This design comes from an exercise in tuning for a short achievable clock period and few clock cycles on the open sky130 flow, not from production work. Only simulation tests tie the RTL to the original design; equivalence was not proved. Power is estimated from default activity; no workload was simulated.

===== flow/design.v =====
module cpu(clk,reset,in,out,N,V,Z,w,mem_addr,mem_cmd,halt);
  input clk, reset;
  input [15:0] in;
  output [15:0] out;
  output N, V, Z, w;
  output [8:0] mem_addr;
  output [1:0] mem_cmd;
  output halt;
  reg [15:0] rf [0:7];
  reg fN, fV, fZ, fLT;      
  reg [8:0] ma;             
  reg mst;                  
  reg pk_f;                 
  reg pk_ld;                
  reg [2:0] p_rd;           
  reg [15:0] sd;            
  reg [8:0] nf;             
  reg hold;                 
  reg hp;                   
  reg halt_r;
  reg i_f;                  
  reg [8:0] i_pc;           
  reg i_ld;                 
  reg i_kill;               
  reg [2:0] i_rd;
  reg x_v;
  reg [15:0] x_a, x_b, x_c;   
  reg [2:0] x_ra, x_rb, x_rc;
  reg x_pa, x_pb, x_pc;     
  reg [1:0] x_sh;
  reg x_inv;
  reg x_cin, x_and, x_pass;
  reg x_cmp;
  reg x_wr;
  reg [2:0] x_rd;
  reg x_slow, x_st;
  reg [2:0] x_ldrd;
  reg x_jx;                 
  wire [15:0] sum;
  ksadd #(16, 4) alu_add(.a(x_a), .b(x_b), .cin(x_cin), .s(sum));
  wire [15:0] x_res = x_and ? (x_a & x_b) : x_pass ? x_b : sum;
  wire x_stall = x_v & (x_pa | x_pb | x_pc);
  wire x_ex = x_v & ~x_stall;
  wire xw = x_ex & x_wr;
  wire xs = x_ex & x_slow;
  wire xj = x_ex & x_jx;
  wire xl = xs & ~x_st;
  wire c_N = sum[15];
  wire c_Z = &(x_a ^ x_b);
  wire c_V = ~(x_a[15] ^ x_b[15]) & (x_a[15] ^ sum[15]);
  wire c_LT = c_N ^ c_V;
  wire new_fl = x_ex & x_cmp;
  wire fz_n = new_fl ? c_Z : fZ;
  wire flt_n = new_fl ? c_LT : fLT;
  assign mem_addr = ma;
  assign mem_cmd = mst ? 2'b10 : 2'b01;
  assign out = sd;
  assign halt = halt_r;
  assign w = halt_r;
  assign N = fN;
  assign V = fV;
  assign Z = fZ;
  wire dv = i_f & ~hp;
  wire [4:0] op = in[15:11];
  wire d_movi = op == 5'b11010;
  wire d_mov  = op == 5'b11000;
  wire d_add  = op == 5'b10100;
  wire d_cmp  = op == 5'b10101;
  wire d_and  = op == 5'b10110;
  wire d_mvn  = op == 5'b10111;
  wire d_ldr  = op == 5'b01100;
  wire d_str  = op == 5'b10000;
  wire d_b    = op == 5'b00100;
  wire d_bl   = op == 5'b01011;
  wire d_bx   = op == 5'b01000;
  wire d_blx  = op == 5'b01010;
  wire d_halt = in[15:13] == 3'b111;
  wire d_mem  = d_ldr | d_str;
  wire d_breg = d_mov | d_add | d_cmp | d_and | d_mvn;
  wire d_jreg = d_bx | d_blx;
  wire [2:0] rn = in[10:8];
  wire [2:0] rd = in[7:5];
  wire [2:0] rm = in[2:0];
  wire [15:0] sx5 = {{11{in[4]}}, in[4:0]};
  wire [15:0] sx8 = {{8{in[7]}}, in[7:0]};
  wire [8:0] pc1;
  ksadd #(9, 4) pc_inc(.a(i_pc), .b(9'd0), .cin(1'b1), .s(pc1));
  wire [15:0] link = {8'd0, pc1[7:0]};
  wire blx_same = d_blx & (rn == rd);
  wire fw_n = xw & (x_rd == rn);
  wire fw_m = xw & (x_rd == rm);
  wire fw_d = xw & (x_rd == rd);
  wire [15:0] rd_n = fw_n ? x_res : rf[rn];
  wire [15:0] rd_m = fw_m ? x_res : rf[rm];
  wire [15:0] rd_d = fw_d ? x_res : rf[rd];
  wire pn_n = ~fw_n & ((pk_ld & (p_rd == rn)) | (xl & (x_ldrd == rn)));
  wire pn_m = ~fw_m & ((pk_ld & (p_rd == rm)) | (xl & (x_ldrd == rm)));
  wire pn_d = ~fw_d & ((pk_ld & (p_rd == rd)) | (xl & (x_ldrd == rd)));
  wire [1:0] sh = in[4:3];
  wire inv = d_cmp | d_mvn;
  reg [15:0] bsh;
  always @* begin
    case (sh)
      2'b00: bsh = rd_m;
      2'b01: bsh = {rd_m[14:0], 1'b0};
      2'b10: bsh = {1'b0, rd_m[15:1]};
      default: bsh = {rd_m[15], rd_m[15:1]};
    endcase
  end
  reg [15:0] ish;           
  always @* begin
    case (x_sh)
      2'b00: ish = in;
      2'b01: ish = {in[14:0], 1'b0};
      2'b10: ish = {1'b0, in[15:1]};
      default: ish = {in[15], in[15:1]};
    endcase
  end
  wire d_slow = fw_n | pn_n | (d_str & pn_d) | xs;
  wire [8:0] d_da;
  ksadd #(9, 4) da_add(.a(rf[rn][8:0]), .b(sx5[8:0]), .cin(1'b0), .s(d_da));
  wire d_memfast = dv & d_mem & ~d_slow;
  wire d_memslow = dv & d_mem & d_slow;
  reg cond_ok;
  always @* begin
    case (rn)
      3'b000: cond_ok = 1'b1;
      3'b001: cond_ok = fz_n;
      3'b010: cond_ok = ~fz_n;
      3'b011: cond_ok = flt_n;
      3'b100: cond_ok = fz_n | flt_n;
      default: cond_ok = 1'b0;
    endcase
  end
  wire jwait = d_jreg & ~blx_same & ((fw_d & ~x_pass) | pn_d);
  wire d_tk = dv & ((d_b & cond_ok) | d_bl | (d_jreg & ~jwait));
  wire d_jw = dv & jwait;
  wire [8:0] bt;
  ksadd #(9, 4) bt_add(.a(pc1), .b(sx8[8:0]), .cin(1'b0), .s(bt));
  wire [8:0] jt = blx_same ? {1'b0, pc1[7:0]} : fw_d ? x_b[8:0] : rf[rd][8:0];
  wire [8:0] tgt = d_jreg ? jt : bt;
  wire [8:0] ma1;
  ksadd #(9, 4) ma_inc(.a(ma), .b(9'd0), .cin(1'b1), .s(ma1));
  wire [8:0] nf_seq = pk_f ? ma1 : nf;
  wire [8:0] nf_n = xj ? x_c[8:0] : d_tk ? tgt : nf_seq;
  wire hold_n = d_memslow | d_jw | (hold & ~(xs | xj));
  wire hp_n = hp | (dv & d_halt);
  always @(posedge clk) begin
    if (xw) rf[x_rd] <= x_res;
    if (i_ld & ~i_kill & ~(xw & (x_rd == i_rd))) rf[i_rd] <= in;
    if (new_fl) begin
      fN <= c_N;
      fZ <= c_Z;
      fV <= c_V;
      fLT <= c_LT;
    end
    i_pc <= ma;
    i_rd <= p_rd;
    i_kill <= xw & (x_rd == p_rd);
    nf <= nf_n;
    if (xs) begin
      ma <= x_res[8:0];
      p_rd <= x_ldrd;
      sd <= x_c;
    end else if (d_memfast) begin
      ma <= d_da;
      p_rd <= rd;
      sd <= rd_d;
    end else begin
      ma <= nf_n;
    end
    if (x_stall) begin
      if (x_pa & i_ld & ~i_kill & (i_rd == x_ra)) begin x_a <= in; x_pa <= 1'b0; end
      if (x_pb & i_ld & ~i_kill & (i_rd == x_rb)) begin x_b <= x_inv ? ~ish : ish; x_pb <= 1'b0; end
      if (x_pc & i_ld & ~i_kill & (i_rd == x_rc)) begin x_c <= in; x_pc <= 1'b0; end
    end else begin
      x_a <= rd_n;
      x_b <= d_breg ? (inv ? ~bsh : bsh) : d_movi ? sx8 : (d_bl | d_blx) ? link : sx5;
      x_c <= rd_d;
      x_ra <= rn;
      x_rb <= rm;
      x_rc <= rd;
      x_pa <= pn_n & (d_add | d_cmp | d_and | d_mem);
      x_pb <= pn_m & d_breg;
      x_pc <= pn_d & (d_str | (d_jreg & ~blx_same));
      x_sh <= sh;
      x_inv <= inv;
      x_cin <= d_cmp;
      x_and <= d_and;
      x_pass <= d_movi | d_mov | d_mvn | d_bl | d_blx;
      x_cmp <= d_cmp;
      x_wr <= d_movi | d_mov | d_add | d_and | d_mvn | d_bl | d_blx;
      x_rd <= (d_movi | d_bl | d_blx) ? rn : rd;
      x_slow <= d_mem & d_slow;
      x_st <= d_str;
      x_ldrd <= rd;
      x_jx <= jwait;
    end
    if (reset) begin
      mst <= 1'b0;
      pk_ld <= 1'b0;
      pk_f <= 1'b1;
      ma <= 9'd0;
      nf <= 9'd0;
      hold <= 1'b0;
      hp <= 1'b0;
      halt_r <= 1'b0;
      i_f <= 1'b0;
      i_ld <= 1'b0;
      x_v <= 1'b0;
    end else begin
      i_f <= pk_f & ~(d_tk | d_jw);
      i_ld <= pk_ld;
      hold <= hold_n;
      hp <= hp_n;
      halt_r <= halt_r | (hp_n & ~xs);
      if (xs) begin
        mst <= x_st;
        pk_ld <= ~x_st;
        pk_f <= 1'b0;
      end else if (d_memfast) begin
        mst <= d_str;
        pk_ld <= d_ldr;
        pk_f <= 1'b0;
      end else begin
        mst <= 1'b0;
        pk_ld <= 1'b0;
        pk_f <= ~(hold_n | hp_n);
      end
      if (!x_stall) x_v <= dv & ~d_halt;
    end
  end
endmodule
module ksadd #(parameter W = 16, parameter L = 4) (a, b, cin, s);
  input [W-1:0] a, b;
  input cin;
  output [W-1:0] s;
  wire [W-1:0] p = a ^ b;
  wire [(L+1)*W-1:0] G, P;
  assign G[W-1:0] = a & b;
  assign P[W-1:0] = p;
  genvar l, i;
  generate
    for (l = 0; l < L; l = l + 1) begin : lev
      for (i = 0; i < W; i = i + 1) begin : bt
        if (i >= (1 << l)) begin : comb
          assign G[(l+1)*W+i] = G[l*W+i] | (P[l*W+i] & G[l*W+i-(1<<l)]);
          assign P[(l+1)*W+i] = P[l*W+i] & P[l*W+i-(1<<l)];
        end else begin : pass
          assign G[(l+1)*W+i] = G[l*W+i];
          assign P[(l+1)*W+i] = P[l*W+i];
        end
      end
    end
  endgenerate
  wire [W-1:0] c;
  assign c[0] = cin;
  generate
    for (i = 1; i < W; i = i + 1) begin : carry
      assign c[i] = G[L*W+i-1] | (P[L*W+i-1] & cin);
    end
  endgenerate
  assign s = p ^ c;
endmodule

===== flow/constraint.sdc =====
create_clock -name core_clock -period 8.0 [get_ports {clk}]
set_input_delay 1.6000 -clock core_clock [delete_from_list [all_inputs] [get_ports {clk}]]
set_output_delay 1.6000 -clock core_clock [all_outputs]
set_load 0.01 [all_outputs]

===== flow/run.sh =====
#!/bin/bash
# synth_recipe.tcl (not shown) runs the flow's synth.tcl, then flattens the netlist and writes it again
# the make line also repeats each setting of config.mk as NAME=value (left out here)
make -C /OpenROAD-flow-scripts/flow DESIGN_CONFIG=/design/flow/config.mk WORK_HOME=/design/flow/orfs CLKGATE_MAP_FILE= SYNTH_SCRIPT=/design/flow/synth_recipe.tcl finish

===== flow/config.mk =====
export PLATFORM = sky130hd
export DESIGN_NAME = cpu
export DESIGN_NICKNAME = cpu
export VERILOG_FILES = /design/flow/design.v
export SDC_FILE = /design/flow/constraint.sdc
export NUM_CORES = 4
export LEC_CHECK = 0
export ABC_CLOCK_PERIOD_IN_PS = 2500
export CAP_MARGIN = 20
export CORE_MARGIN = 2
export CORE_UTILIZATION = 55
export SETUP_SLACK_MARGIN = 5
export SLEW_MARGIN = 20
export TNS_END_PERCENT = 100

==> results by group, run 1 <==
Finish
  • # nets final: 2039
  • Antenna cell count: 0
  • Layout cells sized above 1: 31.08%
  • Fill cell total of the finished layout: 2376
  • Layout area overhead: 30.21%
  • FF+latch area: 0.007521 mm2
  • Cell Count, Final, Fillers Out: 2456
  • Area of the multi-input gates: 0.01174 mm2

Worst setup path
  • Critical Path Start Type: input port
  • Crit path capture type: register
  • Crit-path max FO: 6
  • Data arrival, critical path: 4310 ps
  • Crit path kind: in -> reg
  • Crit path required time: 8470 ps

Placement
  • # port buffers: 49
  • GPL Wtd Cong: 0.9506
  • Placed insts: 2237
  • Detailed placement HPWL: 43.49 mm

Yosys
  • Synth top area share: 36.05%
  • Synth warn: 1
  • Count of state elements after synthesis: 264
  • Syn Area/Cell: 9.938 um2
  • Area contributors post-synth: edfxtp_1 (36%), mux4_2 (12%), nand2_1 (5.8%)
  • Async SR Flop Fraction: 0%
  • Top cell type by total area after synthesis: edfxtp_1
  • Syn Inst Count: 1861
  • Cell area after synthesis: 0.01849 mm2
  • Top FF cell, synth: edfxtp_1
  • Seq/Total Area, Yosys: 40.59%
  • Post-synth EDFFs: 222
  • Syn nets: 1916
  • Distinct cells, synth: 89

Floorplan
  • Core Region: 0.03328 mm2
  • Die ar.: 0.03511 mm2
  • Row cnt: 67
  • I/O pin cnt: 50
  • Die X: 187.4 um
  • Chip height: 187.4 um
  • Initial Util: 55.57%

Power
  • Comb pwr share: 30.1%
  • Maximum vdd ir drop: 0.0001800 V
  • Internal power: 2.997 mW
  • Pwr dens: 183.3 mW/mm2
  • Clock power share: 32.3%
  • Leak: 8.798 nW
  • Sequential share of power: 37.6%
  • Sw Ratio: 32.13%
  • Psw: 1.419 mW

Clocking
  • CTS sink count: 264
  • Worst-Skew Late Latency: 600 ps
  • CTS tree: yes
  • Clk root buf: clkbuf_16
  • CTS max path bufs: 3
  • H-Tree Depth: 1
  • Clock slew at reported path FFs: 70 ps
  • TritonCTS Buffers: 30
  • Hold_buf cts: 0

STA
  • Skew final: 26.61 ps
  • Least-Margin Pin Slew: 1073 ps
  • FMAX: 260.9 MHz
  • Final setup fails: 0
  • Final period demand of the worst path: 3832 ps
  • Max-slew headroom: 28.48%
  • Final Cycle Share: 47.90%
  • Setup TNS: 0 ps
  • Final Max Slew Viols: 0
  • Final hold vios: 0
  • RSZ-0062 raised after global routing: true

Worst hold path
  • Hold WC Path Type: reg -> reg

Global route
  • Vias in the first global route: 16405
  • Initial antenna violation count: 1
  • First-pass GRT wire length: 107.3 mm
  • Largest net degree at the start of global routing: 56
  • Gr usage total: 41.60%
  • Grt total ovfl: 0

Drt
  • Via density: 6.985
  • Iteration-0 DRC count of the detailed router: 2407
  • Residual DRC: 0
  • Vias: 17155
  • WL/cell: 30.33 um
  • Drt first pass iters: 8
  • DRT antenna net count: 0
  • Final wirelength: 74.50 mm

Run status
  • Run status: timing/DRC/antenna clean

Flow run
  • Max-capacitance violation count: 0
metrics by stage:
step           hold WS, ps  area, um2  setup WS [ps]  util (%)  power, mW
2_1_floorplan        346.2      19250           3530         -      2.356
3_3_place_gp         398.5      19690           2883     59.15      2.631
3_5_place_dp         401.6      19690           2729     59.15      2.645
4_1_cts              400.4      23430           4151     70.39      4.276
5_1_grt              408.6      24080           4095     72.36      4.522
6_report             397.3      24080           4168     72.36      4.415
state kept, by name (all words and copies together) (netlist names), 9 cells and up:
name and flops:
nf 9, x_c 16, x_b 16, i_pc 9, ma 9, rf 128
sd 16, x_a 16
Yosys cell counts (20+ instances only):
library cell and number:
o21ai_0 204, buf_1 27, inv_1 37, edfxtp_1 222, ha_1 34, a21oi_1 102, mux4_2 98, nand2_1 288
a211oi_1 22, mux2i_1 60, xnor2_1 69, clkbuf_1 116, nor3_1 30, mux2_2 20, dfxtp_1 42, nor2_1 107
nand3_1 34, xor2_1 36
power by group through the flow:
stage          Clock, mW  Combinational, mW  Sequential, mW
3_3_place_gp           0              0.942            1.69
3_5_place_dp           0              0.955            1.69
2_1_floorplan          0              0.698            1.66
5_1_grt             1.47               1.39            1.66
6_report            1.42               1.33            1.66
4_1_cts             1.41               1.20            1.66
routing by layer:
layer	vias to the layer above	share of wire, %	global-route usage [%]
li1	7220	-	-
met1	8274	36	54.48
met2	1340	45	64.98
met3	319	13	11.11
met4	2	5.9	19.23
met5	-	0.060	0
layout by cell type, fill, tap and decap left out, drive strengths merged, types with 32 or more instances in the layout:
master and n:
clkbuf 40, mux4 98, nor2 109, mux2i 60
o21ai 216, xnor2 69, xor2 36, ha 34
edfxtp 222, nand3 34, dlygate4sd2 32, inv 39
nand2 288, a21oi 104, buf 203, dfxtp 42
path summary, 6_finish.rpt:
check	startpoint	end	slack (ps)	cells past startpoint
worst max register to register	i_pc[0]$_DFF_P_	ma[8]$_SDFF_PP0_	4600	12
worst max-delay path	in[8]	ma[8]$_SDFF_PP0_	4170	16
worst min-delay path	ma[5]$_SDFF_PP0_	i_pc[5]$_DFF_P_	400	0
worst min register to register	ma[5]$_SDFF_PP0_	i_pc[5]$_DFF_P_	400	0
kinds of logic after synthesis:
logic type / share of synthesized area [%]
AO/OA/AOI/OAI: 16.95
XOR/XNOR: 4.973
adder cells (fa/ha/maj): 2.625
buffers and inverters: 4.391
flip-flops: 40.59
multiplexers: 16.48
AND/OR/NAND/NOR: 13.98
area by class of cell:
class	count	share of cell area, %
Sequential cell	264	31.23
Clock buffer	37	3.356
Inverter	40	0.7118
Multi-Input combinational cell	1392	48.74
Tap cell	448	2.328
Timing Repair inverter	1	0.03117
Clock inverter	19	0.7326
Timing Repair Buffer	255	12.87
what timing repair did:
action,4_1_cts,5_1_grt
buffers inserted,108,29
resized for setup,338,76
endpoints found under the setup margin,406,160
pin swaps,79,55
gates cloned,24,1
critical path: stages:
cell,delay [ps]
buf_16,130
mux4_2,570
nand2_2,130
nand2_4,70
ha_4,160
inv_2,50
fa_2,230
nor2b_4,50
o21ai_2,170
a21oi_2,90
o21ai_2,170
a21boi_2,80
o21a_1,190
or3_4,380
a31oi_4,150
o32ai_2,90
Testbench counts, summed over its fixed seeds: cycles 27,218.
==> run 2, diff against run 1 <==
--- a/flow/design.v
+++ b/flow/design.v
@@ -50,8 +50,6 @@
   wire c_V = ~(x_a[15] ^ x_b[15]) & (x_a[15] ^ sum[15]);
   wire c_LT = c_N ^ c_V;
   wire new_fl = x_ex & x_cmp;
-  wire fz_n = new_fl ? c_Z : fZ;
-  wire flt_n = new_fl ? c_LT : fLT;
   assign mem_addr = ma;
   assign mem_cmd = mst ? 2'b10 : 2'b01;
   assign out = sd;
@@ -91,22 +89,23 @@
   wire fw_m = xw & (x_rd == rm);
   wire fw_d = xw & (x_rd == rd);
   wire [15:0] rd_n = fw_n ? x_res : rf[rn];
-  wire [15:0] rd_m = fw_m ? x_res : rf[rm];
   wire [15:0] rd_d = fw_d ? x_res : rf[rd];
   wire pn_n = ~fw_n & ((pk_ld & (p_rd == rn)) | (xl & (x_ldrd == rn)));
   wire pn_m = ~fw_m & ((pk_ld & (p_rd == rm)) | (xl & (x_ldrd == rm)));
   wire pn_d = ~fw_d & ((pk_ld & (p_rd == rd)) | (xl & (x_ldrd == rd)));
   wire [1:0] sh = in[4:3];
   wire inv = d_cmp | d_mvn;
-  reg [15:0] bsh;
+  reg [15:0] bsh, fsh;      
   always @* begin
     case (sh)
-      2'b00: bsh = rd_m;
-      2'b01: bsh = {rd_m[14:0], 1'b0};
-      2'b10: bsh = {1'b0, rd_m[15:1]};
-      default: bsh = {rd_m[15], rd_m[15:1]};
+      2'b00: begin bsh = rf[rm]; fsh = x_res; end
+      2'b01: begin bsh = {rf[rm][14:0], 1'b0}; fsh = {x_res[14:0], 1'b0}; end
+      2'b10: begin bsh = {1'b0, rf[rm][15:1]}; fsh = {1'b0, x_res[15:1]}; end
+      default: begin bsh = {rf[rm][15], rf[rm][15:1]}; fsh = {x_res[15], x_res[15:1]}; end
     endcase
   end
+  wire [15:0] b_rf = d_breg ? (inv ? ~bsh : bsh) : d_movi ? sx8 : (d_bl | d_blx) ? link : sx5;
+  wire [15:0] b_fw = inv ? ~fsh : fsh;
   reg [15:0] ish;           
   always @* begin
     case (x_sh)
@@ -117,21 +116,24 @@
     endcase
   end
   wire d_slow = fw_n | pn_n | (d_str & pn_d) | xs;
-  wire [8:0] d_da;
-  ksadd #(9, 4) da_add(.a(rf[rn][8:0]), .b(sx5[8:0]), .cin(1'b0), .s(d_da));
+  wire [8:0] base = rf[rn][8:0];
+  wire [5:0] da_lo;
+  ksadd #(6, 3) da_lo_add(.a({1'b0, base[4:0]}), .b({1'b0, in[4:0]}), .cin(1'b0), .s(da_lo));
+  wire [3:0] hi_p, hi_m;
+  ksadd #(4, 2) hi_inc(.a(base[8:5]), .b(4'd0), .cin(1'b1), .s(hi_p));
+  ksadd #(4, 2) hi_dec(.a(base[8:5]), .b(4'b1111), .cin(1'b0), .s(hi_m));
+  wire [3:0] da_hi = in[4] ? (da_lo[5] ? base[8:5] : hi_m) : (da_lo[5] ? hi_p : base[8:5]);
+  wire [8:0] d_da = {da_hi, da_lo[4:0]};
   wire d_memfast = dv & d_mem & ~d_slow;
   wire d_memslow = dv & d_mem & d_slow;
-  reg cond_ok;
-  always @* begin
-    case (rn)
-      3'b000: cond_ok = 1'b1;
-      3'b001: cond_ok = fz_n;
-      3'b010: cond_ok = ~fz_n;
-      3'b011: cond_ok = flt_n;
-      3'b100: cond_ok = fz_n | flt_n;
-      default: cond_ok = 1'b0;
-    endcase
-  end
+  wire c_al = rn == 3'b000;
+  wire c_eq = rn == 3'b001;
+  wire c_ne = rn == 3'b010;
+  wire c_lt = rn == 3'b011;
+  wire c_le = rn == 3'b100;
+  wire ok_old = c_al | (c_eq & fZ) | (c_ne & ~fZ) | (c_lt & fLT) | (c_le & (fZ | fLT));
+  wire ok_new = c_al | (c_eq & c_Z) | (c_ne & ~c_Z) | (c_lt & c_LT) | (c_le & (c_Z | c_LT));
+  wire cond_ok = new_fl ? ok_new : ok_old;
   wire jwait = d_jreg & ~blx_same & ((fw_d & ~x_pass) | pn_d);
   wire d_tk = dv & ((d_b & cond_ok) | d_bl | (d_jreg & ~jwait));
   wire d_jw = dv & jwait;
@@ -143,6 +145,7 @@
   ksadd #(9, 4) ma_inc(.a(ma), .b(9'd0), .cin(1'b1), .s(ma1));
   wire [8:0] nf_seq = pk_f ? ma1 : nf;
   wire [8:0] nf_n = xj ? x_c[8:0] : d_tk ? tgt : nf_seq;
+  wire [8:0] ma_base = xs ? x_res[8:0] : xj ? x_c[8:0] : nf_seq;
   wire hold_n = d_memslow | d_jw | (hold & ~(xs | xj));
   wire hp_n = hp | (dv & d_halt);
   always @(posedge clk) begin
@@ -158,16 +161,15 @@
     i_rd <= p_rd;
     i_kill <= xw & (x_rd == p_rd);
     nf <= nf_n;
+    if (d_memfast) ma <= d_da;
+    else if (d_tk & ~xs) ma <= tgt;
+    else ma <= ma_base;
     if (xs) begin
-      ma <= x_res[8:0];
       p_rd <= x_ldrd;
       sd <= x_c;
-    end else if (d_memfast) begin
-      ma <= d_da;
+    end else begin
       p_rd <= rd;
       sd <= rd_d;
-    end else begin
-      ma <= nf_n;
     end
     if (x_stall) begin
       if (x_pa & i_ld & ~i_kill & (i_rd == x_ra)) begin x_a <= in; x_pa <= 1'b0; end
@@ -175,7 +177,7 @@
       if (x_pc & i_ld & ~i_kill & (i_rd == x_rc)) begin x_c <= in; x_pc <= 1'b0; end
     end else begin
       x_a <= rd_n;
-      x_b <= d_breg ? (inv ? ~bsh : bsh) : d_movi ? sx8 : (d_bl | d_blx) ? link : sx5;
+      x_b <= (fw_m & d_breg) ? b_fw : b_rf;
       x_c <= rd_d;
       x_ra <= rn;
       x_rb <= rm;
==> flow/config.mk (replaced) <==
export PLATFORM = sky130hd
export DESIGN_NAME = cpu
export DESIGN_NICKNAME = cpu
export VERILOG_FILES = /design/flow/design.v
export SDC_FILE = /design/flow/constraint.sdc
export NUM_CORES = 4
export LEC_CHECK = 0
export ABC_CLOCK_PERIOD_IN_PS = 1000
export CAP_MARGIN = 20
export CORE_MARGIN = 2
export CORE_UTILIZATION = 55
export SETUP_SLACK_MARGIN = 5
export SLEW_MARGIN = 20
==> run 2 against run 1 <==
Still clean. Power up 4.3%. Clock skew up 4.2 ps. Via count down 0.36%. Critical path type unchanged. Largest power group unchanged.
==> results by group, run 2 <==
Floorplan
  • Chip height: 187.5 um (was 187.4 um)
  • Core Region: 0.03336 mm2 (was 0.03328 mm2)
  • Initial Util: 55.51% (was 55.57%)
  • Row cnt: 67 (unchanged)
  • I/O pin cnt: 50 (unchanged)
  • Die X: 187.5 um (was 187.4 um)
  • Die ar.: 0.03516 mm2 (was 0.03511 mm2)

Worst setup path
  • Data arrival, critical path: 4020 ps (was 4310 ps)
  • Crit-path max FO: 5 (was 6)
  • Buf+Inv Stages, Crit Path: 2 (unchanged)
  • Crit path capture type: register (unchanged)
  • Crit path kind: in -> reg (unchanged)
  • Critical Path Start Type: input port (unchanged)
  • R2r setup slk: 4810 ps (was 4600 ps)
  • Biggest cell delay along the critical path: 530 ps (was 570 ps)
  • Crit path required time: 8490 ps (was 8470 ps)
  • Slowest-stage cell, CP: mux4_2 (unchanged)
  • Crit path top cell by count: a21oi_4 (was o21ai_2)
  • Crit-path cells: buf_16, mux4_2, mux2i_4, inv_2, ha_4, a21o_1, a21oi_4, o21bai_4, a21oi_4, mux2i_1, xor2_1, a21oi_1, o221a_2 (was buf_16, mux4_2, nand2_2, nand2_4, ha_4, inv_2, fa_2, nor2b_4, o21ai_2, a21oi_2, o21ai_2, a21boi_2, o21a_1, or3_4, a31oi_4, o32ai_2)
  • Crit path max-delay family: multiplexers (was compound AO/OA/AOI/OAI gates)

Yosys
  • Synth warn: 1 (unchanged)
  • Area contributors post-synth: edfxtp_1 (33%), mux4_2 (12%), dfxtp_1 (6.4%) (was edfxtp_1 (36%), mux4_2 (12%), nand2_1 (5.8%))
  • Count of state elements after synthesis: 264 (unchanged)
  • Synth top cells by count: nand2_1 (278), o21ai_0 (206), edfxtp_1 (205), clkbuf_1 (128), nor2_1 (101) (was nand2_1 (288), edfxtp_1 (222), o21ai_0 (204), clkbuf_1 (116), nor2_1 (107))
  • Synth top area share: 33.24% (was 36.05%)
  • Cell area after synthesis: 0.01852 mm2 (was 0.01849 mm2)
  • Syn Inst Count: 1879 (was 1861)
  • Distinct cells, synth: 84 (was 89)
  • Syn Area/Cell: 9.857 um2 (was 9.938 um2)
  • Syn nets: 1933 (was 1916)
  • Async SR Flop Fraction: 0% (unchanged)
  • Seq/Total Area, Yosys: 39.61% (was 40.59%)
  • Top cell type by total area after synthesis: edfxtp_1 (unchanged)
  • Post-synth EDFFs: 205 (was 222)
  • Top FF cell, synth: edfxtp_1 (unchanged)
  • Most numerous cell in the Yosys netlist: nand2_1 (unchanged)

STA
  • Worst setup margin: 4468 ps (was 4168 ps)
  • Least-Margin Pin Slew: 871.3 ps (was 1073 ps)
  • Final setup fails: 0 (unchanged)
  • Max-slew headroom: 41.91% (was 28.48%)
  • Skew final: 30.76 ps (was 26.61 ps)
  • Final period demand of the worst path: 3532 ps (was 3832 ps)
  • RSZ-0062 raised after global routing: true (unchanged)
  • Final Max Slew Viols: 0 (unchanged)
  • Final Cycle Share: 44.16% (was 47.90%)
  • Setup TNS: 0 ps (unchanged)
  • FMAX: 283.1 MHz (was 260.9 MHz)
  • Final hold vios: 0 (unchanged)

Clocking
  • Clock slew at reported path FFs: 60 ps (was 70 ps)
  • H-Tree Depth: 1 (unchanged)
  • TritonCTS Buffers: 31 (was 30)
  • Hold_buf cts: 0 (unchanged)
  • CTS sink count: 264 (unchanged)
  • CTS tree: yes (unchanged)
  • CTS max path bufs: 3 (unchanged)
  • Clk root buf: clkbuf_16 (unchanged)
  • Worst-Skew Late Latency: 600 ps (about the same)

Flow run
  • Max-capacitance violation count: 0 (unchanged)

Global route
  • Largest net degree at the start of global routing: 58 (was 56)
  • First-pass GRT wire length: 104.1 mm (was 107.3 mm)
  • Initial antenna violation count: 1 (unchanged)
  • Gr usage total: 40.49% (was 41.60%)
  • Vias in the first global route: 15773 (was 16405)
  • Grt total ovfl: 0 (unchanged)

Placement
  • # port buffers: 49 (unchanged)
  • GPL Wtd Cong: 0.9574 (was 0.9506)
  • Pre-CTS setup slack: 2769 ps (was 2729 ps)
  • Detailed placement HPWL: 43.35 mm (was 43.49 mm)

Power
  • Maximum vdd ir drop: 0.0002011 V (was 0.0001800 V)
  • Pwr dens: 191.2 mW/mm2 (was 183.3 mW/mm2)
  • Leak: 8.896 nW (was 8.798 nW)

Finish
  • Layout area overhead: 30.03% (was 30.21%)
  • Layout cells sized above 1: 30.73% (was 31.08%)
  • Area of the multi-input gates: 0.01197 mm2 (was 0.01174 mm2)
  • # nets final: 2038 (was 2039)
  • Highest-count cells in the layout ignoring fill and taps: nand2_1 (261), edfxtp_1 (205), o21ai_0 (168) (was nand2_1 (276), edfxtp_1 (222), o21ai_0 (165))
  • Most common cell after layout, fill and taps aside: nand2_1 (unchanged)
  • Fill cell total of the finished layout: 2456 (was 2376)
  • FF+latch area: 0.007346 mm2 (was 0.007521 mm2)
  • Max reg flops: 128 (unchanged)
  • Largest reg by FF count: rf (unchanged)

Drt
  • Residual DRC: 0 (unchanged)
  • Via density: 6.954 (was 6.985)
  • Vias: 17094 (was 17155)
  • Iteration-0 DRC count of the detailed router: 2243 (was 2407)
  • WL/cell: 30.04 um (was 30.33 um)
  • DRT antenna net count: 0 (unchanged)
  • Drt first pass iters: 8 (unchanged)
  • Final wirelength: 73.84 mm (was 74.50 mm)

Run status
  • Run status: timing/DRC/antenna clean (unchanged)

Worst hold path
  • Hold WC Path Type: reg -> reg (unchanged)
run 2: cell count changes in the layout (fill, tap and decap cells not counted), sizes merged, moves of 9 or more:
cell and delta:
a21oi -21, buf -9, clkbuf +11, dfxtp +17
edfxtp -17, mux2i +21, nand2 -9, o21ai -9
run 2: power breakdown:
part           total [mW]  switching (mW)  internal (mW)
clock network        1.56           0.599          0.964
logic                1.37           0.770          0.605
registers            1.67          0.0705           1.60
total                4.60            1.44           3.17
run 2: kinds of logic after synthesis:
family	count (synthesis)	share of synthesized area (%)
buffers and inverters	212	4.513
adders and majority gates	36	2.554
DFF	264	39.61
muxes	195	17.17
and+or+nand+nor	560	13.69
xor gates and xnor gates	98	4.634
AOI/OAI and AO/OA	514	17.83
run 2: worst paths after layout:
kind,startpoint,endpoint,depth (start not counted)
worst max-delay path,in[8],ma[8]$_SDFF_PP0_,13
worst min-delay path,ma[7]$_SDFF_PP0_,i_pc[7]$_DFF_P_,0
worst max register to register,i_pc[0]$_DFF_P_,nf[8]$_SDFF_PP0_,11
worst min register to register,ma[7]$_SDFF_PP0_,i_pc[7]$_DFF_P_,0
run 2: what timing repair did:
action / in CTS / in global routing
endpoints found under the setup margin: 343 / 138
buffers inserted: 96 / 42
resized for setup: 316 / 130
gates cloned: 20 / 6
pin swaps: 55 / 61
run 2: stage by stage:
step | total power [mW] | area [um2] | std cells | utilization (%) | hold slack, ps
floorplan | 2.383 | 19120 | 1879 | - | 329.0
global placement | 2.672 | 19430 | 2235 | 58.23 | 407.5
detailed placement | 2.686 | 19430 | 2235 | 58.24 | 409.1
CTS | 4.440 | 23000 | 2408 | 68.92 | 396.0
global route | 4.736 | 24080 | 2456 | 72.17 | 398.1
finish | 4.605 | 24080 | 2458 | 72.19 | 396.0
run 2: layer usage:
layer | global-route usage, % | part of all wire [%] | up-vias
li1 | - | - | 7326
met3 | 10.07 | 12 | 315
met5 | 0 | 0 | -
met2 | 62.10 | 45 | 1168
met4 | 20.23 | 5.7 | 0
met1 | 53.92 | 37 | 8285
run 2: area by class of cell:
type	instances	area share (%)
flip-flops and latches	264	30.50
diodes	2	0.02078
multi-input cells	1409	49.71
well taps	448	2.327
clock inverters	11	0.7533
repair buffers	245	12.15
clock buffers	46	3.886
inverters	33	0.6494
run 2: worst register-to-register path, stage by stage (launching register included):
cell,delay [ps]
dfxtp_1,530
ha_1,320
xor2_2,360
ha_4,290
a21o_1,190
a21oi_2,170
o21bai_2,120
a2111oi_4,340
or4_4,200
a31oi_4,100
or3_1,370
a31oi_1,130
Testbench counts of run 2, summed over its fixed seeds: cycles 27,218.
==> run 3, diff against run 2 <==
--- a/flow/config.mk
+++ b/flow/config.mk
@@ -5,9 +5,10 @@
 export SDC_FILE = /design/flow/constraint.sdc
 export NUM_CORES = 4
 export LEC_CHECK = 0
-export ABC_CLOCK_PERIOD_IN_PS = 1000
+export ABC_CLOCK_PERIOD_IN_PS = 2500
 export CAP_MARGIN = 20
 export CORE_MARGIN = 2
 export CORE_UTILIZATION = 55
 export SETUP_SLACK_MARGIN = 5
 export SLEW_MARGIN = 20
+export TNS_END_PERCENT = 100
==> run 3 against run 2 <==
Flip-flop and latch count is the same. Core utilization is the same. Sequential share of layout area is the same. First-iteration DRC count is the same. Critical path depth is the same. Sequential power is essentially flat. Routed wire length is the same. Clock skew is the same. Largest cell class unchanged.
==> results by group, run 3 <==
Yosys
  • Distinct cells, synth: 84 (unchanged)
  • Syn nets: 1933 (unchanged)
  • Synth top cells by count: nand2_1 (278), o21ai_0 (206), edfxtp_1 (205), clkbuf_1 (128), nor2_1 (101) (unchanged)
  • Post-synth EDFFs: 205 (unchanged)
  • Synth warn: 1 (unchanged)
  • Count of state elements after synthesis: 264 (unchanged)
  • Synth top area share: 33.24% (unchanged)
  • Top cell type by total area after synthesis: edfxtp_1 (unchanged)
  • Syn Area/Cell: 9.857 um2 (unchanged)
  • Area contributors post-synth: edfxtp_1 (33%), mux4_2 (12%), dfxtp_1 (6.4%) (unchanged)
  • Syn Inst Count: 1879 (unchanged)
  • Cell area after synthesis: 0.01852 mm2 (unchanged)
  • Seq/Total Area, Yosys: 39.61% (unchanged)
  • Most numerous cell in the Yosys netlist: nand2_1 (unchanged)
  • Top FF cell, synth: edfxtp_1 (unchanged)
  • Async SR Flop Fraction: 0% (unchanged)

Drt
  • Via density: 6.954 (unchanged)
  • DRT antenna net count: 0 (unchanged)
  • Iteration-0 DRC count of the detailed router: 2243 (unchanged)
  • Final wirelength: 73.84 mm (unchanged)
  • Residual DRC: 0 (unchanged)
  • Vias: 17094 (unchanged)
  • WL/cell: 30.04 um (unchanged)
  • Drt first pass iters: 8 (unchanged)

Worst hold path
  • Hold path endpoint: i_pc[7]$_DFF_P_ (unchanged)
  • Hold WC Path Type: reg -> reg (unchanged)
  • Hold_sp: ma[7]$_SDFF_PP0_ (unchanged)
  • Hold depth: 0 (unchanged)

Clocking
  • TritonCTS Buffers: 31 (unchanged)
  • H-Tree Depth: 1 (unchanged)
  • CTS tree: yes (unchanged)
  • CTS sink count: 264 (unchanged)
  • Clock slew at reported path FFs: 60 ps (about the same)
  • Worst-Skew Late Latency: 600 ps (about the same)
  • CTS max path bufs: 3 (unchanged)
  • Clk root buf: clkbuf_16 (unchanged)

Global route
  • First-pass GRT wire length: 104.1 mm (unchanged)
  • Gr usage total: 40.49% (unchanged)
  • Grt total ovfl: 0 (unchanged)
  • Largest net degree at the start of global routing: 58 (unchanged)
  • Vias in the first global route: 15773 (unchanged)
  • Initial antenna violation count: 1 (unchanged)

Finish
  • Fin util: 72.19% (unchanged)
  • Fill cell total of the finished layout: 2456 (unchanged)
  • Largest reg by FF count: rf (unchanged)
  • Highest-count cells in the layout ignoring fill and taps: nand2_1 (261), edfxtp_1 (205), o21ai_0 (168) (unchanged)
  • Layout cells sized above 1: 30.73% (unchanged)
  • Layout area overhead: 30.03% (unchanged)
  • # nets final: 2038 (unchanged)
  • Most common cell after layout, fill and taps aside: nand2_1 (unchanged)
  • Max reg flops: 128 (unchanged)

Placement
  • GPL Wtd Cong: 0.9574 (unchanged)
  • # port buffers: 49 (unchanged)
  • Detailed placement HPWL: 43.35 mm (unchanged)

Floorplan
  • Core Region: 0.03336 mm2 (unchanged)
  • Die X: 187.5 um (unchanged)
  • Initial Util: 55.51% (unchanged)
  • Die ar.: 0.03516 mm2 (unchanged)
  • Chip height: 187.5 um (unchanged)
  • Row cnt: 67 (unchanged)
  • I/O pin cnt: 50 (unchanged)

Worst setup path
  • FF-to-FF Start: i_pc[0]$_DFF_P_ (unchanged)
  • FF-to-FF path depth: 11 (unchanged)
  • Critical Path Start Type: input port (unchanged)
  • Crit-path cells: buf_16, mux4_2, mux2i_4, inv_2, ha_4, a21o_1, a21oi_4, o21bai_4, a21oi_4, mux2i_1, xor2_1, a21oi_1, o221a_2 (unchanged)
  • Crit-path max FO: 5 (unchanged)
  • Crit path capture type: register (unchanged)
  • Buf+Inv Stages, Crit Path: 2 (unchanged)
  • Slowest-stage cell, CP: mux4_2 (unchanged)
  • Crit path kind: in -> reg (unchanged)
  • Crit path required time: 8490 ps (about the same)
  • Biggest cell delay along the critical path: 530 ps (about the same)
  • Reg2reg end: nf[8]$_SDFF_PP0_ (unchanged)
  • Crit path max-delay family: multiplexers (unchanged)
  • Data arrival, critical path: 4020 ps (about the same)
  • R2r setup slk: 4810 ps (about the same)
  • Crit path top cell by count: a21oi_4 (unchanged)

Power
  • Internal power: 3.165 mW (unchanged)
  • Sequential share of power: 36.2% (about the same)
  • Comb pwr share: 29.9% (about the same)
  • Leak: 8.896 nW (unchanged)
  • Sw Ratio: 31.26% (unchanged)
  • Clock power share: 33.9% (about the same)
  • Maximum vdd ir drop: 0.0002011 V (unchanged)
  • Psw: 1.439 mW (unchanged)
  • Pwr dens: 191.2 mW/mm2 (unchanged)

STA
  • Final hold vios: 0 (unchanged)
  • Max-slew headroom: 41.91% (unchanged)
  • FMAX: 283.1 MHz (unchanged)
  • Setup TNS: 0 ps (unchanged)
  • Final Max Slew Viols: 0 (unchanged)
  • Final Cycle Share: 44.16% (unchanged)
  • Final setup fails: 0 (unchanged)
  • RSZ-0062 raised after global routing: true (unchanged)
  • Least-Margin Pin Slew: 871.3 ps (unchanged)
  • Final period demand of the worst path: 3532 ps (unchanged)
  • Skew final: 30.76 ps (unchanged)

Flow run
  • Max-capacitance violation count: 0 (unchanged)

Run status
  • Run status: timing/DRC/antenna clean (unchanged)
[run 3: cell counts in the layout (fill, tap and decap cells not counted)]
No cell type changed its count.
[run 3: through the flow]
stage	worst slack (ps)	area [um2]	instances	total power, mW	hold WS, ps
5_1_grt	4336	24080	2456	4.736	398.1
2_1_floorplan	3590	19120	1879	2.383	329.0
3_5_place_dp	2769	19430	2235	2.686	409.1
3_3_place_gp	2800	19430	2235	2.672	407.5
4_1_cts	4463	23000	2408	4.440	396.0
6_report	4468	24080	2458	4.605	396.0
[run 3: repair_timing]
action	in CTS	in global routing
pin swaps	55	61
endpoints found under the hold margin	0	0
cloned	20	6
buffers inserted	96	42
hold buffers	0	0
gates resized for setup	316	130
endpoints found under the setup margin	343	138
[run 3: worst max-delay path by stage]
| stage | start | end | slack [ps] | cells after the start |
|---|---|---|---|---|
| 2_1_floorplan | in[8] | ma[8]$_SDFF_PP0_ | 3590 | 15 |
| 3_3_place_gp | in[13] | x_b[12]$_DFFE_PP_ | 2800 | 9 |
| 3_5_place_dp | in[13] | x_b[12]$_DFFE_PP_ | 2770 | 9 |
| 4_1_cts | in[8] | ma[8]$_SDFF_PP0_ | 4460 | 13 |
| 5_1_grt | in[8] | ma[8]$_SDFF_PP0_ | 4340 | 13 |
| 6_report | in[8] | ma[8]$_SDFF_PP0_ | 4470 | 13 |
[run 3: logic make-up (layout without fill, tap and decap cells)]
kind of cell,count (synthesis),count (layout),share of synthesized area (%)
AO/OA/AOI/OAI,514,517,17.83
XOR/XNOR,98,98,4.634
adder cells (fa/ha/maj),36,36,2.554
buffers and inverters,212,335,4.513
flip-flops,264,264,39.61
multiplexers,195,195,17.17
other,0,2,0
AND/OR/NAND/NOR,560,563,13.69
[run 3: layout make-up]
| type | instances | area, um2 | area share [%] |
|---|---|---|---|
| clock inverters | 11 | 181.4 | 0.7533 |
| well taps | 448 | 560.5 | 2.327 |
| multi-input cells | 1409 | 11970 | 49.71 |
| clock buffers | 46 | 935.9 | 3.886 |
| diodes | 2 | 5.005 | 0.02078 |
| inverters | 33 | 156.4 | 0.6494 |
| flip-flops and latches | 264 | 7346 | 30.50 |
| repair buffers | 245 | 2927 | 12.15 |
[run 3: worst reg2reg max path: stages (launching register included)]
cell and delay [ps]:
dfxtp_1 530, ha_1 320, xor2_2 360, ha_4 290
a21o_1 190, a21oi_2 170, o21bai_2 120, a2111oi_4 340
or4_4 200, a31oi_4 100, or3_1 370, a31oi_1 130
[run 3: power groups by stage]
| stage | registers (mW) | clock network (mW) | logic, mW |
|---|---|---|---|
| after global placement | 1.69 | 0 | 0.984 |
| after detailed placement | 1.69 | 0 | 0.997 |
| final | 1.67 | 1.56 | 1.37 |
| after global routing | 1.67 | 1.62 | 1.45 |
| after floorplan | 1.65 | 0 | 0.728 |
| after CTS | 1.66 | 1.57 | 1.21 |
[run 3: routing by layer]
layer / vias to the layer above / part of all wire [%] / track usage, %
li1: 7326 / - / -
met1: 8285 / 37 / 53.92
met2: 1168 / 45 / 62.10
met3: 315 / 12 / 10.07
met4: 0 / 5.7 / 20.23
met5: - / 0 / 0
==> run 4, diff against run 3 <==
==> flow/flow/run.sh (new file) <==
#!/bin/bash
# The standard layout, except that synthesis leaves adders as plain gates for
# abc instead of mapping them to full/half-adder cells (ADDER_MAP_FILE empty):
# the design's adders are written as parallel-prefix logic, which the
# full-adder cells would turn back into carry chains.
set -euo pipefail
bash standard.sh ADDER_MAP_FILE= finish > flow_make.log 2>&1
==> flow/standard.sh (new file) <==
#!/bin/bash
# synth_recipe.tcl (not shown) runs the flow's synth.tcl, then flattens the netlist and writes it again
# the make line also repeats each setting of config.mk as NAME=value (left out here)
make -C /OpenROAD-flow-scripts/flow DESIGN_CONFIG=/design/flow/config.mk WORK_HOME=/design/flow/orfs CLKGATE_MAP_FILE= SYNTH_SCRIPT=/design/flow/synth_recipe.tcl "${@:-finish}"
removed: flow/run.sh
==> run 4 against run 3 <==
Non-clock buffer count rose by 105. Via count grew 11%. Critical path depth fell by 2. Clock skew fell by 11 ps. Register-to-register slack got worse by 250 ps. Core utilization increased by 2.9 points. Sequential share of layout area fell by 2.0 points. Routed wire length is 6.1% higher. Sequential power hardly changed. Final cell count grew 10%. Clock-buffer cell count shrank 4. Power is 2.6% higher. Largest cell class unchanged.
==> results by group, run 4 <==
Run status
  • Run status: timing/DRC/antenna clean (unchanged)

Clocking
  • Clk root buf: clkbuf_16 (unchanged)
  • CTS sink count: 264 (unchanged)
  • Clock slew at reported path FFs: 60 ps (about the same)
  • TritonCTS Buffers: 31 (unchanged)
  • Worst-Skew Late Latency: 610 ps (was 600 ps)
  • H-Tree Depth: 1 (unchanged)
  • CTS tree: yes (unchanged)
  • CTS max path bufs: 3 (unchanged)

Finish
  • Most common cell after layout, fill and taps aside: nor2_1 (was nand2_1)
  • Largest reg by FF count: rf (unchanged)
  • Fin util: 75.10% (was 72.19%)
  • Area of the multi-input gates: 0.01291 mm2 (was 0.01197 mm2)
  • Highest-count cells in the layout ignoring fill and taps: nor2_1 (240), buf_4 (210), edfxtp_1 (205) (was nand2_1 (261), edfxtp_1 (205), o21ai_0 (168))
  • Layout cells sized above 1: 35.49% (was 30.73%)
  • FF+latch area: 0.007350 mm2 (was 0.007346 mm2)
  • # nets final: 2248 (was 2038)
  • Max reg flops: 128 (unchanged)
  • Cell Count, Final, Fillers Out: 2711 (was 2458)
  • Layout area overhead: 35.23% (was 30.03%)
  • Fill cell total of the finished layout: 2367 (was 2456)

Yosys
  • Distinct cells, synth: 91 (was 84)
  • Seq/Total Area, Yosys: 38.44% (was 39.61%)
  • Synth warn: 1 (unchanged)
  • Largest family of logic cells by synthesized area: compound AO/OA/AOI/OAI gates (unchanged)
  • Count of state elements after synthesis: 264 (unchanged)
  • Syn Inst Count: 2058 (was 1879)
  • Synth Area in Simple Gates: 15.57% (was 13.69%)
  • Synth Area in XOR/XNOR: 6.044% (was 4.634%)
  • Syn nets: 2076 (was 1933)
  • Post-synthesis compound-gate area fraction: 18.67% (was 17.83%)
  • Syn Area/Cell: 9.275 um2 (was 9.857 um2)
  • Top cell type by total area after synthesis: edfxtp_1 (unchanged)
  • Synth top area share: 32.25% (was 33.24%)
  • Adder-cell area share of the yosys netlist: 0.4326% (was 2.554%)
  • Top FF cell, synth: edfxtp_1 (unchanged)
  • Area contributors post-synth: edfxtp_1 (32%), mux4_2 (11%), dfxtp_1 (6.2%) (was edfxtp_1 (33%), mux4_2 (12%), dfxtp_1 (6.4%))
  • Synth top cells by count: nor2_1 (255), a21oi_1 (220), nand2_1 (212), edfxtp_1 (205), clkbuf_1 (173) (was nand2_1 (278), o21ai_0 (206), edfxtp_1 (205), clkbuf_1 (128), nor2_1 (101))
  • Async SR Flop Fraction: 0% (unchanged)
  • Cell area after synthesis: 0.01909 mm2 (was 0.01852 mm2)
  • Multiplexer share of the synthesized area: 15.84% (was 17.17%)
  • Post-synth EDFFs: 205 (unchanged)
  • Most numerous cell in the Yosys netlist: nor2_1 (was nand2_1)

Global route
  • First-pass GRT wire length: 111.2 mm (was 104.1 mm)
  • Initial antenna violation count: 1 (unchanged)
  • Largest net degree at the start of global routing: 66 (was 58)
  • Grt total ovfl: 0 (unchanged)
  • Gr usage total: 41.72% (was 40.49%)
  • Vias in the first global route: 17284 (was 15773)

Drt
  • Vias: 19030 (was 17094)
  • Drt first pass iters: 6 (was 8)
  • Via density: 7.020 (was 6.954)
  • WL/cell: 28.90 um (was 30.04 um)
  • DRT antenna net count: 0 (unchanged)
  • Final wirelength: 78.36 mm (was 73.84 mm)
  • Residual DRC: 0 (unchanged)
  • Iteration-0 DRC count of the detailed router: 2706 (was 2243)

STA
  • Worst setup margin: 4476 ps (was 4468 ps)
  • Final Cycle Share: 44.05% (was 44.16%)
  • Final period demand of the worst path: 3524 ps (was 3532 ps)
  • Max-slew headroom: 23.84% (was 41.91%)
  • RSZ-0062 raised after global routing: true (unchanged)
  • Skew final: 20.19 ps (was 30.76 ps)
  • Final hold vios: 0 (unchanged)
  • Final setup fails: 0 (unchanged)
  • Setup TNS: 0 ps (unchanged)
  • Least-Margin Pin Slew: 1142 ps (was 871.3 ps)
  • Final Max Slew Viols: 0 (unchanged)
  • FMAX: 283.8 MHz (was 283.1 MHz)

Worst setup path
  • Crit path max-delay family: compound AO/OA/AOI/OAI gates (was multiplexers)
  • CP endpoint: ma[8]$_SDFF_PP0_ (unchanged)
  • Slowest-stage cell, CP: mux4_2 (unchanged)
  • FF-to-FF path depth: 11 (unchanged)
  • Crit path kind: in -> reg (unchanged)
  • Biggest cell delay along the critical path: 580 ps (was 530 ps)
  • Crit path capture type: register (unchanged)
  • Buf+Inv Stages, Crit Path: 1 (was 2)
  • Crit. path cell count: 11 (was 13)
  • Critical Path Start Type: input port (unchanged)
  • Crit-path max FO: 8 (was 5)
  • Data arrival, critical path: 4040 ps (was 4020 ps)
  • Crit-path cells: buf_16, mux4_2, mux2i_4, o22a_1, a31oi_4, a21o_4, nor4b_4, nand2_1, o31a_1, xnor2_1, a221oi_2 (was buf_16, mux4_2, mux2i_4, inv_2, ha_4, a21o_1, a21oi_4, o21bai_4, a21oi_4, mux2i_1, xor2_1, a21oi_1, o221a_2)
  • FF-to-FF Start: x_b[5]$_DFFE_PP_ (was i_pc[0]$_DFF_P_)
  • Reg2reg end: x_b[13]$_DFFE_PP_ (was nf[8]$_SDFF_PP0_)
  • R2r setup slk: 4560 ps (was 4810 ps)
  • Worst setup path startpoint: in[8] (unchanged)
  • Crit path required time: 8510 ps (was 8490 ps)

Placement
  • Detailed placement HPWL: 43.64 mm (was 43.35 mm)
  • Placed insts: 2399 (was 2235)
  • GPL Wtd Cong: 0.9102 (was 0.9574)
  • # port buffers: 49 (unchanged)
  • Pre-CTS setup slack: 2285 ps (was 2769 ps)

Power
  • Leak: 9.685 nW (was 8.896 nW)
  • Pwr dens: 183.0 mW/mm2 (was 191.2 mW/mm2)
  • Maximum vdd ir drop: 0.0002062 V (was 0.0002011 V)

Floorplan
  • Core Region: 0.03437 mm2 (was 0.03336 mm2)
  • I/O pin cnt: 50 (unchanged)
  • Initial Util: 55.53% (was 55.51%)
  • Row cnt: 68 (was 67)
  • Die ar.: 0.03621 mm2 (was 0.03516 mm2)
  • Chip height: 190.3 um (was 187.5 um)
  • Die X: 190.3 um (was 187.5 um)

Worst hold path
  • Hold depth: 0 (unchanged)
  • Hold WC Path Type: reg -> reg (unchanged)

Flow run
  • Max-capacitance violation count: 0 (unchanged)
==> run 4: cell types whose count changed in the layout (fill, tap and decap cells not counted), sizes merged, moves of 10 or more <==
cell    delta
nand2     -65
a211oi    -10
mux2i     -14
buf      +105
nor2     +151
o22ai     +10
xnor2     +23
o21ai     -93
a21oi    +137
a311oi    +11
o21a      -11
ha        -33
o31ai     +13
==> run 4: cell type report <==
class | count | share of cell area [%]
Sequential cell | 264 | 28.47
Timing Repair Buffer | 350 | 14.67
Antenna cell | 2 | 0.01939
Tap cell | 455 | 2.205
Multi-Input combinational cell | 1551 | 50.02
Clock buffer | 42 | 3.451
Inverter | 31 | 0.5186
Clock inverter | 15 | 0.6204
Timing Repair inverter | 1 | 0.02908
==> run 4: through the flow <==
step | total power [mW] | hold slack [ps] | area [um2]
4_1_cts | 4.462 | 397.6 | 24180
3_3_place_gp | 2.706 | 390.4 | 20210
3_5_place_dp | 2.726 | 389.7 | 20210
2_1_floorplan | 2.427 | 329.0 | 19940
6_report | 4.723 | 396.4 | 25810
5_1_grt | 4.849 | 404.1 | 25810
==> run 4: per-layer routing <==
| metal | wire length [um] | share of wire, % | global-route usage (%) |
|---|---|---|---|
| met1 | 28540 | 36 | 57.08 |
| met2 | 34590 | 44 | 64.20 |
| met3 | 10310 | 13 | 8.116 |
| met4 | 4903 | 6.3 | 19.77 |
| met5 | 11 | 0.014 | 0 |
==> run 4: how the worst min path moves through the flow <==
stage | startpoint | end
5_1_grt | ma[4]$_SDFF_PP0_ | i_pc[4]$_DFF_P_
3_5_place_dp | ma[8]$_SDFF_PP0_ | i_pc[8]$_DFF_P_
6_report | ma[4]$_SDFF_PP0_ | i_pc[4]$_DFF_P_
3_3_place_gp | ma[8]$_SDFF_PP0_ | i_pc[8]$_DFF_P_
2_1_floorplan | p_rd[0]$_DFF_P_ | i_rd[0]$_DFF_P_
4_1_cts | ma[4]$_SDFF_PP0_ | i_pc[4]$_DFF_P_
==> run 4: logic make-up (layout without fill, tap and decap cells) <==
kind of cell / count (synthesis) / count (layout)
and+or+nand+nor: 666 / 669
buffers and inverters: 246 / 439
AOI/OAI and AO/OA: 564 / 564
muxes: 180 / 180
other: 0 / 2
adders and majority gates: 8 / 8
xor gates and xnor gates: 130 / 130
DFF: 264 / 264
==> run 4: power by group <==
part	internal, mW	switching [mW]
clock network	0.875	0.610
logic	0.712	0.856
registers	1.59	0.0809
==> run 4: worst reg2reg max path, stage by stage (launching register included) <==
cell	delay (ps)
edfxtp_1	470
xor2_2	250
nand4_1	240
or3_4	440
a311oi_4	360
o221ai_4	180
a2111oi_4	390
nor4b_4	90
buf_4	160
mux2_4	280
a221oi_2	240
a21oi_1	110
==> run 4: timing repair <==
action,in CTS,in global routing
endpoints found under the setup margin,386,222
hold buffers,0,0
resized for setup,371,186
pin swaps,103,118
gates cloned,20,4
setup buffers,139,90
==> run 5, diff against run 4 <==
--- a/flow/design.v
+++ b/flow/design.v
@@ -172,9 +172,9 @@
       sd <= rd_d;
     end
     if (x_stall) begin
-      if (x_pa & i_ld & ~i_kill & (i_rd == x_ra)) begin x_a <= in; x_pa <= 1'b0; end
-      if (x_pb & i_ld & ~i_kill & (i_rd == x_rb)) begin x_b <= x_inv ? ~ish : ish; x_pb <= 1'b0; end
-      if (x_pc & i_ld & ~i_kill & (i_rd == x_rc)) begin x_c <= in; x_pc <= 1'b0; end
+      if (x_pa & i_ld & ~i_kill & (i_rd == x_ra) & ~(pk_ld & (p_rd == x_ra))) begin x_a <= in; x_pa <= 1'b0; end
+      if (x_pb & i_ld & ~i_kill & (i_rd == x_rb) & ~(pk_ld & (p_rd == x_rb))) begin x_b <= x_inv ? ~ish : ish; x_pb <= 1'b0; end
+      if (x_pc & i_ld & ~i_kill & (i_rd == x_rc) & ~(pk_ld & (p_rd == x_rc))) begin x_c <= in; x_pc <= 1'b0; end
     end else begin
       x_a <= rd_n;
       x_b <= (fw_m & d_breg) ? b_fw : b_rf;
==> flow/run.sh (new file) <==
#!/bin/bash
# synth_recipe.tcl (not shown) runs the flow's synth.tcl, then flattens the netlist and writes it again
# the make line also repeats each setting of config.mk as NAME=value (left out here)
make -C /OpenROAD-flow-scripts/flow DESIGN_CONFIG=/design/flow/config.mk WORK_HOME=/design/flow/orfs CLKGATE_MAP_FILE= SYNTH_SCRIPT=/design/flow/synth_recipe.tcl finish
--- a/flow/config.mk
+++ b/flow/config.mk
@@ -8,7 +8,7 @@
 export ABC_CLOCK_PERIOD_IN_PS = 2500
 export CAP_MARGIN = 20
 export CORE_MARGIN = 2
-export CORE_UTILIZATION = 55
+export CORE_UTILIZATION = 65
 export SETUP_SLACK_MARGIN = 5
 export SLEW_MARGIN = 20
 export TNS_END_PERCENT = 100
removed: flow/flow/run.sh
removed: flow/standard.sh
==> run 5 against run 4 <==
Setup slack lost 120 ps. Combinational power increased by 6%. Still clean on timing, DRC and antenna. Routed wire length grew 8.5%. Core utilization up 12 points. Non-clock buffer count shrank 56. Flip-flop and latch count is the same. First-iteration DRC count grew 65%. Hold slack got worse by 8.4 ps. Final cell count is 7.0% lower. Via count increased by 5.1%. Clock skew is 55 ps higher.
==> results by group, run 5 <==
Run status
  • Run status: timing/DRC/antenna clean (unchanged)

Flow run
  • Max-capacitance violation count: 0 (unchanged)

Global route
  • Vias in the first global route: 17849 (was 17284)
  • First-pass GRT wire length: 111.9 mm (was 111.2 mm)
  • Gr usage total: 48.94% (was 41.72%)
  • Initial antenna violation count: 7 (was 1)
  • Largest net degree at the start of global routing: 61 (was 66)
  • Grt total ovfl: 0 (unchanged)

STA
  • FMAX: 274.4 MHz (was 283.8 MHz)
  • Least-Margin Pin Slew: 1218 ps (was 1142 ps)
  • Final Cycle Share: 45.56% (was 44.05%)
  • Max-slew headroom: 18.54% (was 23.84%)
  • Setup TNS: 0 ps (unchanged)
  • RSZ-0062 raised after global routing: true (unchanged)
  • Final period demand of the worst path: 3644 ps (was 3524 ps)
  • Final Max Slew Viols: 0 (unchanged)
  • Final setup fails: 0 (unchanged)
  • Final hold vios: 0 (unchanged)
  • Skew final: 74.99 ps (was 20.19 ps)
  • Worst setup margin: 4356 ps (was 4476 ps)

Floorplan
  • Core Region: 0.02886 mm2 (was 0.03437 mm2)
  • Chip height: 175.8 um (was 190.3 um)
  • I/O pin cnt: 50 (unchanged)
  • Row cnt: 62 (was 68)
  • Die ar.: 0.03090 mm2 (was 0.03621 mm2)
  • Die X: 175.8 um (was 190.3 um)
  • Initial Util: 66.47% (was 55.53%)

Finish
  • # nets final: 2161 (was 2248)
  • Layout area overhead: 31.11% (was 35.23%)
  • Largest reg by FF count: rf (unchanged)
  • Layout cells sized above 1: 34.41% (was 35.49%)
  • Final Cell Area: 0.02515 mm2 (was 0.02581 mm2)
  • Max reg flops: 128 (unchanged)
  • Highest-count cells in the layout ignoring fill and taps: nand2_1 (253), edfxtp_1 (205), buf_4 (158) (was nor2_1 (240), buf_4 (210), edfxtp_1 (205))
  • Most common cell after layout, fill and taps aside: nand2_1 (was nor2_1)

Yosys
  • Count of state elements after synthesis: 264 (unchanged)
  • Syn Area/Cell: 9.787 um2 (was 9.275 um2)
  • Post-synth EDFFs: 205 (unchanged)
  • Syn Inst Count: 1960 (was 2058)
  • Syn nets: 2014 (was 2076)
  • Synth top cells by count: nand2_1 (268), edfxtp_1 (205), o21ai_0 (193), nor2_1 (140), clkbuf_1 (116) (was nor2_1 (255), a21oi_1 (220), nand2_1 (212), edfxtp_1 (205), clkbuf_1 (173))
  • Distinct cells, synth: 110 (was 91)
  • Top FF cell, synth: edfxtp_1 (unchanged)
  • Most numerous cell in the Yosys netlist: nand2_1 (was nor2_1)
  • Synth top area share: 32.09% (was 32.25%)
  • Synth warn: 1 (unchanged)
  • Async SR Flop Fraction: 0% (unchanged)
  • Seq/Total Area, Yosys: 38.25% (was 38.44%)
  • Area contributors post-synth: edfxtp_1 (32%), mux4_2 (11%), dfxtp_1 (6.2%) (unchanged)
  • Cell area after synthesis: 0.01918 mm2 (was 0.01909 mm2)
  • Top cell type by total area after synthesis: edfxtp_1 (unchanged)

Worst setup path
  • Worst setup path startpoint: in[8] (unchanged)
  • Data arrival, critical path: 4100 ps (was 4040 ps)
  • Reg2reg end: x_b[8]$_DFFE_PP_ (was x_b[13]$_DFFE_PP_)
  • Crit path capture type: register (unchanged)
  • Crit path kind: in -> reg (unchanged)
  • R2r setup slk: 4640 ps (was 4560 ps)
  • Critical Path Start Type: input port (unchanged)
  • FF-to-FF Start: x_b[3]$_DFFE_PP_ (was x_b[5]$_DFFE_PP_)
  • Crit-path max FO: 7 (was 8)
  • Crit path required time: 8450 ps (was 8510 ps)
  • FF-to-FF path depth: 9 (was 11)

Worst hold path
  • Hold_sp: ma[8]$_SDFF_PP0_ (was ma[4]$_SDFF_PP0_)
  • Hold depth: 0 (unchanged)
  • Hold path endpoint: i_pc[8]$_DFF_P_ (was i_pc[4]$_DFF_P_)
  • Hold WC Path Type: reg -> reg (unchanged)

Clocking
  • CTS tree: yes (unchanged)
  • TritonCTS Buffers: 30 (was 31)
  • Clock slew at reported path FFs: 60 ps (about the same)
  • CTS sink count: 264 (unchanged)
  • CTS max path bufs: 3 (unchanged)
  • Clk root buf: clkbuf_16 (unchanged)
  • H-Tree Depth: 1 (unchanged)
  • Worst-Skew Late Latency: 640 ps (was 610 ps)

Drt
  • Vias: 20005 (was 19030)
  • Iteration-0 DRC count of the detailed router: 4467 (was 2706)
  • DRT antenna net count: 0 (unchanged)
  • Via density: 7.938 (was 7.020)
  • Final wirelength: 85.01 mm (was 78.36 mm)
  • Residual DRC: 0 (unchanged)
  • Drt first pass iters: 8 (was 6)
  • WL/cell: 33.73 um (was 28.90 um)

Power
  • Maximum vdd ir drop: 0.0001969 V (was 0.0002062 V)
  • Total power draw: 4.746 mW (was 4.723 mW)
  • Leak: 9.309 nW (was 9.685 nW)
  • Pwr dens: 188.7 mW/mm2 (was 183.0 mW/mm2)

Placement
  • Pre-CTS setup slack: 2960 ps (was 2285 ps)
  • Dpl cell area: 0.02005 mm2 (was 0.02021 mm2)
  • # port buffers: 49 (unchanged)
  • Detailed placement HPWL: 43.11 mm (was 43.64 mm)
  • GPL Wtd Cong: 0.9961 (was 0.9102)
## run 5: routing by layer
metal | track usage [%] | routed length, um
met3 | 15.71 | 14230
met1 | 59.69 | 26570
met2 | 74.41 | 35490
met4 | 33.44 | 8712
met5 | 0 | 10
## run 5: repair_timing
action | in CTS | in global routing
gates resized for setup | 334 | 151
endpoints found under the hold margin | 0 | 0
setup endpoints to repair | 378 | 184
hold buffers | 0 | 0
buffers inserted | 110 | 72
gates cloned | 29 | 3
pin swaps | 81 | 80
## run 5: critical path: stages
cell and delay [ps]:
buf_16 130, buf_16 140, buf_4 130, buf_12 140, mux4_2 560, mux2i_2 540
nand4_1 190, nor2_2 150, a21oi_2 50, xor2_1 160, a21oi_1 170, o32ai_1 100
## run 5: worst max path at each step
stage               slack (ps)  cells after the start           endpoint
finish                    4360                     12   ma[8]$_SDFF_PP0_
global route              4360                     13   ma[8]$_SDFF_PP0_
CTS                       4440                     10  x_b[10]$_DFFE_PP_
detailed placement        2960                     10  x_b[10]$_DFFE_PP_
global placement          3020                     10  x_b[10]$_DFFE_PP_
floorplan                 3890                     15   ma[8]$_SDFF_PP0_
## run 5: per-stage QoR
stage,util (%),instances,hold slack [ps]
2_1_floorplan,-,1960,329.0
3_3_place_gp,69.47,2245,377.2
3_5_place_dp,69.49,2245,380.5
4_1_cts,82.67,2439,390.1
5_1_grt,87.10,2514,401.6
6_report,87.15,2520,388.0
## run 5: power breakdown
group	internal [mW]	leakage [nW]	switching, mW
Clock	0.801	0.491	0.613
Combinational	0.719	6.35	0.939
Sequential	1.60	2.47	0.0688
## run 5: kinds of logic (layout without fill, tap and decap cells)
logic type               count (synthesis)  in the layout  share of synthesized area, %
AND/OR/NAND/NOR                        607            609                         14.83
AO/OA/AOI/OAI                          514            516                         17.42
flip-flops                             264            264                         38.25
buffers and inverters                  221            387                         4.859
multiplexers                           210            210                         17.25
XOR/XNOR                               108            108                         4.931
adder cells (fa/ha/maj)                 36             36                         2.466
other                                    0              6                             0
## run 5: area by class of cell
| cell class | count | area [um2] |
|---|---|---|
| multi-input cells | 1479 | 12650 |
| flip-flops and latches | 264 | 7351 |
| fillers | 1357 | 3707 |
| repair buffers | 294 | 3500 |
| clock buffers | 40 | 842.1 |
| well taps | 384 | 480.5 |
| inverters | 34 | 146.4 |
| clock inverters | 15 | 136.4 |
| repair inverters | 4 | 25.02 |
| diodes | 6 | 15.01 |
Testbench counts of run 5, summed over its fixed seeds: cycles 27,218.

afterwards: timing with drivers on the ports:
The flow's constraints put no driver on any port. The routed layouts listed below were extracted and timed again, unchanged, in two steps.
Step 1 (the two cells are an assumption about what drives the block):
set clk [get_ports {clk}]
set_driving_cell -lib_cell sky130_fd_sc_hd__clkbuf_16 $clk
set_driving_cell -lib_cell sky130_fd_sc_hd__buf_2 [delete_from_list [all_inputs] $clk]
Step 2, shift: input delay + t, output delay - t, t = (earliest + latest rising clock arrival at the registers) / 2. This alone moves slack from input paths to output paths.
Slacks: ideal / step 1 / step 2; pairs: ideal / step 1.
run | t, ns | setup slack, ns | worst register clock-pin slew, ns | worst data-port slew with drivers (ns) | cell pins on the clock port's net
run 1 | 0.649 | 4.168 / 3.964 / 3.315 | 0.07 / 0.07 | 0.28 | 1
run 2 | 0.645 | 4.468 / 4.279 / 3.633 | 0.07 / 0.07 | 0.45 | 1
run 3 | 0.645 | 4.468 / 4.279 / 3.633 | 0.07 / 0.07 | 0.45 | 1
run 4 | 0.658 | 4.476 / 4.275 / 3.617 | 0.06 / 0.06 | 0.31 | 1
run 5 | 0.660 | 4.356 / 4.143 / 3.482 | 0.08 / 0.08 | 0.29 | 1
After both steps every run listed still meets setup and hold. For run 5, which loses most, drivers alone change the setup slack by -0.213 ns; drivers and shift together by -0.874 ns.
